This is an optimization exercise on Yosys and OpenROAD, whose aim is small area and a short achievable clock period, not a production implementation.
For this run, only the layout was checked, not whether the RTL still works.
Power and IR drop assume default switching activity.

--- design/flow/constraint.sdc ---
create_clock -name core_clock -period 12.0 [get_ports {clk}]
set_input_delay 2.4000 -clock core_clock [delete_from_list [all_inputs] [get_ports {clk}]]
set_output_delay 2.4000 -clock core_clock [all_outputs]
set_load 0.01 [all_outputs]
--- design/flow/config.mk ---
export PLATFORM = sky130hd
export DESIGN_NAME = sahinatilkan
export DESIGN_NICKNAME = sahinatilkan
export VERILOG_FILES = /design/flow/design.v
export SDC_FILE = /design/flow/constraint.sdc
export NUM_CORES = 4
export LEC_CHECK = 0
export CAP_MARGIN = 20
export CORE_MARGIN = 2
export CORE_UTILIZATION = 40
export SETUP_SLACK_MARGIN = 0.2
export SLEW_MARGIN = 20
--- design/flow/run.sh ---
#!/bin/bash
# synth_recipe.tcl (not shown) runs the flow's synth.tcl, then flattens the netlist and writes it again
# the make line also repeats each setting of config.mk as NAME=value (left out here)
make -C /OpenROAD-flow-scripts/flow DESIGN_CONFIG=/design/flow/config.mk WORK_HOME=/design/flow/orfs CLKGATE_MAP_FILE= SYNTH_SCRIPT=/design/flow/synth_recipe.tcl finish
--- design/flow/design.v ---
module lab7_g7_p1(
    input  logic   [31:0]   komut,
    output logic    [6:0]   opcode,
    output logic    [3:0]   aluop,
    output logic    [4:0]   rs1, rs2, rd,
    output logic   [31:0]   imm,
    output logic            hata
);
parameter R = 7'b0000001;
parameter I = 7'b0000011;
parameter U = 7'b0000111;
parameter B = 7'b0001111;
logic [3:0] funct;
logic [6:0] code;
assign opcode = komut [6:0];
assign aluop   = funct;
always_comb begin
    case(opcode)
        R:
            begin
            rd      = komut [11: 7];
            rs1     = komut [19:15];
            rs2     = komut [24:20];
            imm     = 32'b0;
            {funct[3],funct[2:0]}   = {komut[30],komut [14:12]};
            hata      = 1'b0;
            end
        I:
            begin
            rd       = komut [11: 7] ;
            rs1      = komut [19:15] ;
            imm      = {20'b0,  komut [31:20]};
            {funct[3],funct [2:0]}    = {1'b0,komut[14:12]};
            rs2       = 5'b0;
            hata      = 1'b0;
            end
        U:
            begin
            rd        = komut [11: 7];
            imm       = komut [31:12];
            funct     = 4'b0;
            rs1       = 5'b0;
            rs2       = 5'b0;
            hata      = 1'b0;
            end
        B:
            begin
            {funct[3],funct [2:0]}       = {1'b0,komut[14:12]};
            rs1         = komut [19:15];
            rs2         = komut [24:20];
            imm         = {18'b0,komut [31:25],komut [11:7],1'b0};
            rd          = 5'b0;
            hata        = 1'b0;
            end
    default:
            begin
            funct       = 4'b0;
            rs1         = 5'b0;
            rs2         = 5'b0;
            imm         = 32'b0;
            rd          = 5'b0;
            hata        = 1'b1;
			end
endcase
end
endmodule
module lab7_g7_p2(input logic clk, reset,
input logic we,
input logic [4:0] waddr,
input logic [31:0] wbdata,
input logic [4:0] rs1,
input logic [4:0] rs2,
output logic [31:0] rs1_data,
output logic [31:0] rs2_data);
logic [31:0] mem[0:9];
integer i;
always_ff @(posedge clk)
    if(!reset)
    for (i=0; i<10; i=i+1)
    mem[i] <= 32'b0;
    else if(we && waddr < 5'd10)
        mem[waddr] <= wbdata;
always_comb begin
    rs1_data = (rs1 < 5'd10) ? mem[rs1] : 32'b0;
    rs2_data = (rs2 < 5'd10) ? mem[rs2] : 32'b0;
end
endmodule
module lab7_g7_p3(input logic clk, reset,
input logic [31:0] komut,
output logic [6:0] opcode,
output logic [3:0] aluop,
output logic [31:0] rs1_data,
output logic [31:0] rs2_data,
output logic [31:0] imm,
output logic hata,
input logic we,
input logic [31:0] rd_data);
logic [4:0] rd_kablo;
logic [4:0] rs1_kablo;
logic [4:0] rs2_kablo;
lab7_g7_p1 inst0(.komut(komut), .rd(rd_kablo), .rs1(rs1_kablo), .rs2(rs2_kablo),
.opcode(opcode), .aluop(aluop), .imm(imm), .hata(hata));
lab7_g7_p2 inst1(.clk(clk), .reset(reset), .we(we), .wbdata(rd_data),
.waddr(rd_kablo), .rs1(rs1_kablo), .rs2(rs2_kablo),.rs1_data(rs1_data),
.rs2_data(rs2_data));
endmodule
module lab8_g7_p1(input logic clk, reset, output logic [31:0]pc,
                  input logic pc_update, input logic [31:0] pc_new);
logic [31:0] pc1;
always_ff @(posedge clk) begin
if(!reset)
pc <= 32'b0;
else
pc <= pc1;
end
always_comb
begin
    if(pc_update)
    pc1 = pc_new;
    else
    pc1 = pc + 4;
end
endmodule
module lab8_g7_p3
(
input logic [31:0] rs1_data, rs2_data,
input logic [31:0] imm,
input logic [6:0] opcode,
input logic [3:0] func,
output logic [31:0] sonuc,
output logic pc_update,
output logic we,
output logic hata
);
parameter R = 7'b0000001;
parameter I = 7'b0000011;
parameter U = 7'b0000111;
parameter B = 7'b0001111;
always_comb begin
    case(opcode)
            R:
            begin
            if(func == 4'b0) begin
            sonuc = $signed(rs1_data) + $signed(rs2_data);
            hata = 0;
            pc_update = 0;
            we = 1;
            end
            else if(func == 4'b1000) begin
            sonuc = $signed(rs1_data) - $signed(rs2_data);
            hata = 0;
            pc_update = 0;
            we = 1;
            end
            else if(func == 4'b0111) begin
            sonuc = $signed(rs1_data) && $signed(rs2_data);
            hata = 0;
            pc_update = 0;
            we = 1;
            end
            else if(func == 4'b0110) begin
            sonuc = $signed(rs1_data) || $signed(rs2_data);
            hata = 0;
            pc_update = 0;
            we = 1;
            end
            else if(func == 4'b0100) begin
            sonuc = $signed(rs1_data) ^ $signed(rs2_data);
            hata = 0;
            pc_update = 0;
            we = 1;
            end
            else if(func == 4'b0001) begin
            sonuc = rs1_data << rs2_data;
            hata = 0;
            pc_update = 0;
            we = 1;
            end
            else if(func == 4'b0101) begin
            sonuc = $signed(rs1_data) >> $signed(rs2_data);
            hata = 0;
            pc_update = 0;
            we = 1;
            end
            else if(func == 4'b1101) begin
            sonuc = $signed(rs1_data) >>> $signed(rs2_data);
            hata = 0;
            pc_update = 0;
            we = 1;
            end
            else begin
            sonuc = 32'bx;
            hata = 1;
            pc_update = 0;
            we = 0;
            end
            end
            I:
            begin
            if(func == 4'b0) begin
            sonuc = $signed(rs1_data) + $signed(imm);
            hata = 0;
            pc_update = 0;
            we = 1;
            end
            else if(func == 4'b0111) begin
            sonuc = $signed(rs1_data) & $signed(imm);
            hata = 0;
            pc_update = 0;
            we = 1;
            end
            else if(func == 4'b0110) begin
            sonuc = $signed(rs1_data) | $signed(imm);
            hata = 0;
            pc_update = 0;
            we = 1;
            end
            else if(func == 4'b0100) begin
            sonuc = $signed(rs1_data) ^ $signed(imm);
            hata = 0;
            pc_update = 0;
            we = 1;
            end
            else if(func == 4'b0001) begin
            sonuc = rs1_data << imm;
            hata = 0;
            pc_update = 0;
            we = 1;
            end
            else if(func == 4'b0101) begin
            sonuc = rs1_data >> imm;
            hata = 0;
            pc_update = 0;
            we = 1;
            end
            else begin
            sonuc = 32'bx;
            hata = 1;
            pc_update = 0;
            we = 0;
            end
            end
            U:
            begin
            sonuc = imm;
            hata = 0;
            pc_update = 0;
            we = 1;
            end
            B:
            begin
            if(func == 4'b0011)begin
            pc_update = 1;
            sonuc = $signed(imm);
            hata = 0;
            we = 0;
            end
            else if(func == 4'b0000) begin
                if($signed(rs1_data) == $signed(rs2_data)) begin
                pc_update = 1;
                sonuc = $signed(imm);
                hata = 0;
                we = 0;
                end
                else begin
                pc_update = 0;
                sonuc = 32'bx;
                hata = 0;
                we = 0;
                end
            end
            else if(func == 4'b0001) begin
                if($signed(rs1_data) != $signed(rs2_data)) begin
                pc_update = 1;
                sonuc = $signed(imm);
                hata = 0;
                we = 0;
                end
                else begin
                pc_update = 0;
                sonuc = 32'bx;
                hata = 0;
                we = 0;
                end
            end
            else if(func == 4'b0100) begin
                if($signed(rs1_data) < $signed(rs2_data)) begin
                pc_update = 1;
                sonuc = $signed(imm);
                hata = 0;
                we = 0;
                end
                else begin
                pc_update = 0;
                sonuc = 32'bx;
                hata = 0;
                we = 0;
                end
            end
            else if(func == 4'b0101) begin
                if($signed(rs1_data) >= $signed(rs2_data)) begin
                pc_update = 1;
                sonuc = $signed(imm);
                hata = 0;
                we = 0;
                end
                else begin
                pc_update = 0;
                sonuc = 32'bx;
                hata = 0;
                we = 0;
                end
            end
            else if(func == 4'b0110) begin
                if(rs1_data < rs2_data) begin
                pc_update = 1;
                sonuc = imm;
                hata = 0;
                we = 0;
                end
                else begin
                pc_update = 0;
                sonuc = 32'bx;
                hata = 0;
                we = 0;
                end
            end
            else if(func == 4'b0111) begin
                if(rs1_data >= rs2_data) begin
                pc_update = 1;
                sonuc = imm;
                hata = 0;
                we = 0;
                end
                else begin
                pc_update = 0;
                sonuc = 32'bx;
                hata = 0;
                we = 0;
                end
            end
            else begin
            pc_update = 0;
            sonuc = 32'bx;
            hata = 1;
            we = 0;
            end
            end
            default: begin
            pc_update = 0;
            sonuc = 32'bx;
            hata = 1;
            we = 0;
            end
            endcase
end
endmodule
module sahinatilkan
(
input logic clk,reset,
input logic [31:0] komut,
output logic [31:0] pc,
output logic hata
);
logic [31:0]    rs1_data,rs2_data,imm;
logic [3:0]     aluop;
logic [6:0]     opcode;
logic           we,hataDecoder,hataExecute;
logic           pc_update;
logic [31:0]    pc_new;
lab7_g7_p3 Decoder(.clk(clk),.reset(reset),.komut(komut),.hata(hataDecoder),.rs1_data(rs1_data),
.rs2_data(rs2_data),.imm(imm),.aluop(aluop),.opcode(opcode),.rd_data(pc_new),.we(we));
lab8_g7_p3 Execute(.rs1_data(rs1_data),.rs2_data(rs2_data),.imm(imm),.func(aluop),.opcode(opcode),
.pc_update(pc_update),.sonuc(pc_new),.we(we),.hata(hataExecute));
lab8_g7_p1 Fetc(.clk(clk),.reset(reset),.pc(pc),.pc_update(pc_update),.pc_new(pc_new));
assign hata = hataDecoder | hataExecute;
endmodule
==> summary.md <==
| Metric | Value |
|---|---|
| Post-synthesis sequential area ratio | `0.2869` |
| Starting Density | `0.4036` |
| Routed length on met2 | `around 92,000 µm` |
| Wl on met1 | `around 86,000 µm` |
| DR vias/cell | `approximately 7.5` |
| Total CTS buffers | `37` |
| R2r setup slk | `4.60 ns` |
| Sw Share | `0.3666` |
| Crit Path Max Fanout | `14` |
| Placed cell area | `between 30,000 and 40,000 µm²` |
| Async S/R FF share, synth | `0` |
| # H-tree levels | `2` |
| Worst slack at placement | `between 1 and 1.5 ns` |
| Cell with the most instances after synthesis | `nor2_1` |
| Synth Area per Inst | `7.958 µm²` |
| Post-synthesis register bit count | `about 350` |
| Largest net degree at the start of global routing | `55` |
| Top Layer Used | `met5` |
| Hold Path Depth | `2` |
| Final ANT Viol Nets | `0` |
| Clock Latency Late Sink | `around 0.60 ns` |
| Grt ovf | `0` |
| Slew HR | `0.1013` |
| Rows | `roughly 110` |
| Core box area | `slightly below 90,000 µm²` |
| Final slew viol count | `0` |
| Netlist cell types | `roughly 110` |
| Status | `finished clean` |
| P_sw | `about 1300 µW` |
| DR iter-0 viols | `8,538` |
| Final hold viol count | `0` |
| Worst-path clk slew | `approximately 0.06 ns` |
| Met3 wire len | `about 36,000 µm` |
| Via count | `approximately 43,000` |
| RSZ-0062 raised after global routing | `no` |
| Commonest cells post-synth | `nor2_1, a21oi_1, nand2_1` |
| Fin crit share | `0.9014` |
| Total clock sinks | `between 300 and 400` |
| Endpoint class of the critical path | `flop` |
| Syn Inst Count | `about 4,500` |
| Crit path kind | `in2reg` |
| Primary FF master, synth | `edfxtp_1` |
| Count of warnings emitted by yosys | `4` |
| Post-synth top area share | `0.2690` |
| Final-stage net count | `about 4,600` |
| Internal | `roughly 2300 µW` |
| Synthesized area | `roughly 36,000 µm²` |
| Seq pwr share | `0.383` |
| FF-to-FF path depth | `23` |
| DRC | `0` |
| Synthesized Nets | `~4,600` |
| # setup viols final | `0` |
| Slew at the pin with the worst max-slew slack | `1.339 ns` |
| Pre-Repair DR Iteration Count | `25` |
| Highest Clock Rate | `between 90 and 100 MHz` |
| Combinational Power Share | `0.297` |
| Min-Delay Endpoint | `Fetc.pc[1]` |
| Initial antenna violation count | `21` |
| Hold WC Path Type | `reg2reg` |
| Hold_sp | `Fetc.pc[1]` |
| Cell type with the largest total area after synthesis | `edfxtp_1` |
| Synth area leaders | `edfxtp_1, nor2_1, a21oi_1, mux2i_1, nand2_1` |
| Tot GR Track Use | `0.5011` |
| Ratio of cells with drive above 1 in the final layout | `0.1289` |
| Reg2reg start | `Decoder.inst1.mem[1][2]` |
| CTS tree | `done` |
| Worst setup SP type | `input pin` |
| Wire length per cell | `roughly 41 µm` |
| Setup bufs post-CTS | `0` |
| Max cap viols | `0` |
| CTS resizes | `0` |
| Fin Clk Skew | `between 0.03 and 0.04 ns` |
| Lkg Pwr | `about 0.015 µW` |
| CTS Hold Bufs | `0` |
| Die width | `about 300 µm` |
| Critical R2R Capture | `Decoder.inst1.mem[8][30]` |
| Worst VDD drop | `~0.00011 V` |
| Placer Congestion | `around 1.1` |
| CTS Buffer Depth | `3` |
| Io pins | `67` |
| Min Tclk post-route | `~11 ns` |
| EDFF count, synth | `320` |
| HPWL after detailed placement | `about 180,000 µm` |
| Routed WL | `235,900 µm` |
| Required time of the critical path | `~12 ns` |
| Syn-to-layout area delta | `11.71%` |
| CTS root buf | `clkbuf_16` |
| Die area | `between 90,000 and 100,000 µm²` |
| Die height | `~300 µm` |
| IO Port Bufs | `66` |
| Clock group share of total power | `0.320` |
| First-pass GRT wire length | `about 320,000 µm` |
| Vias in the first global route | `approximately 40,000` |
| Total negative slack | `0 ns` |
| Final Cell Area | `39,910 µm²` |
| Worst path arrival time | `~11 ns` |
| P per Cell Area | `slightly above 90 nW/µm²` |
| Worst Slack Setup Final | `approximately 1.2 ns` |
[power by group through the flow]
| stage | Sequential (µW) | Combinational [µW] | Clock (µW) |
|---|---|---|---|
| floorplan | 1410 | 556 | 0 |
| global placement | 1430 | 1020 | 0 |
| detailed placement | 1430 | 1010 | 0 |
| CTS | 1400 | 1010 | 1170 |
| global route | 1410 | 1090 | 1220 |
| finish | 1400 | 1090 | 1170 |
[critical path: stages]
cell             delay [ns]
clkdlybuf4s50_1        0.86
nand3_1                0.45
buf_4                  0.32
buf_4                  0.18
a2111oi_1              1.02
buf_4                  0.30
o221ai_1               0.15
o311ai_1               0.16
buf_4                  0.27
nand2_1                0.21
inv_1                  0.29
ha_1                   0.24
nand2b_1               0.12
a21oi_1                0.10
or3_1                  0.36
a211o_1                0.32
a21oi_1                0.28
o21ai_0                0.26
a2111oi_0              0.44
buf_4                  0.20
o21ai_0                0.17
a41oi_1                0.35
mux2i_1                0.22
o311ai_0               0.20
buf_4                  0.21
a21oi_1                0.88
nor2_1                 0.11
[sequential cells by signal, indices dropped and copies added (netlist names)]
name               count
Fetc.pc               32
Decoder.inst1.mem    320
[cell type report]
class	instances	area, µm²
antenna	8	20.02
clock buffer	48	967.2
clock inverter	16	202.7
fill	8902	48600
inverter	156	585.6
multi-input combinational	3608	23720
sequential	352	10250
tap	1165	1458
timing repair buffer	335	2703
[through the flow]
stage	power (µW)	hold WS [ns]	instances	util
2_1_floorplan	1970	0.4943	4489	-
3_3_place_gp	2443	0.4853	5612	0.4360
3_5_place_dp	2433	0.4845	5613	0.4366
4_1_cts	3581	0.4969	5677	0.4498
5_1_grt	3714	0.5253	5681	0.4507
6_report	3663	0.4978	5688	0.4509
[logic make-up after synthesis]
| kind of cell | share of synthesized area |
|---|---|
| compound gates | 0.3110 |
| simple gates | 0.1986 |
| buf+inv | 0.05982 |
| flops | 0.2869 |
| mux | 0.08815 |
| fa+ha+maj | 0.03811 |
| xor+xnor | 0.01741 |
[cells in the final DEF, fill, tap and decap left out, drive strengths merged, types with 95 or more instances in the layout]
master  netlist  layout
o21ai       235     235
inv         150     153
ha          104     104
nor3        128     128
nand2       381     381
edfxtp      320     320
a211oi      134     134
nor2        641     641
mux2i       147     147
mux2         95      95
a21oi       417     417
buf         118     271
[routing by layer]
layer	GRT usage	vias up
met3	0.1933	1014
met2	0.6907	4072
met5	0.003106	-
met4	0.3549	18
met1	0.6365	20610
li1	-	17160
[worst max path at each step]
stage	startpoint	to	slack [ns]	depth (start not counted)
final	komut[1]	Decoder.inst1.mem[8][30]	1.18	27
after CTS	komut[1]	Decoder.inst1.mem[8][30]	1.65	26
after floorplan	komut[21]	Decoder.inst1.mem[0][30]	3.26	25
after detailed placement	komut[1]	Decoder.inst1.mem[8][30]	1.10	26
after global routing	komut[1]	Decoder.inst1.mem[6][30]	1.10	26
after global placement	komut[1]	Fetc.pc[6]	0.84	25

## what the ideal ports hide
The results above use ideal ports. As a check the final layout listed here was re-extracted and re-timed, cells and wires unchanged.
Step 1 sets driving cells, clkbuf_16 on the clock port and buf_2 on the other inputs (assumed; they add their load-dependent delay and slew).
Step 2 moves the port delays by t, midway between the first and last clock arrival at a register: inputs arrive t later, outputs are due t later. That takes back most of the time a late clock gives input paths.
a / b / c = no drivers / after step 1 / after step 2; a / b = the first two.
t, ns: 0.649
setup slack, ns: 1.183 / 1.227 / 0.578
hold slack, ns: 0.498 / 0.498 / 0.498
worst setup path after step 2: input to register
cell pins on the clock port's net: 1
After both steps this run still meets setup and hold. For this run, drivers alone change the setup slack by +0.044 ns; drivers and shift together by -0.605 ns.
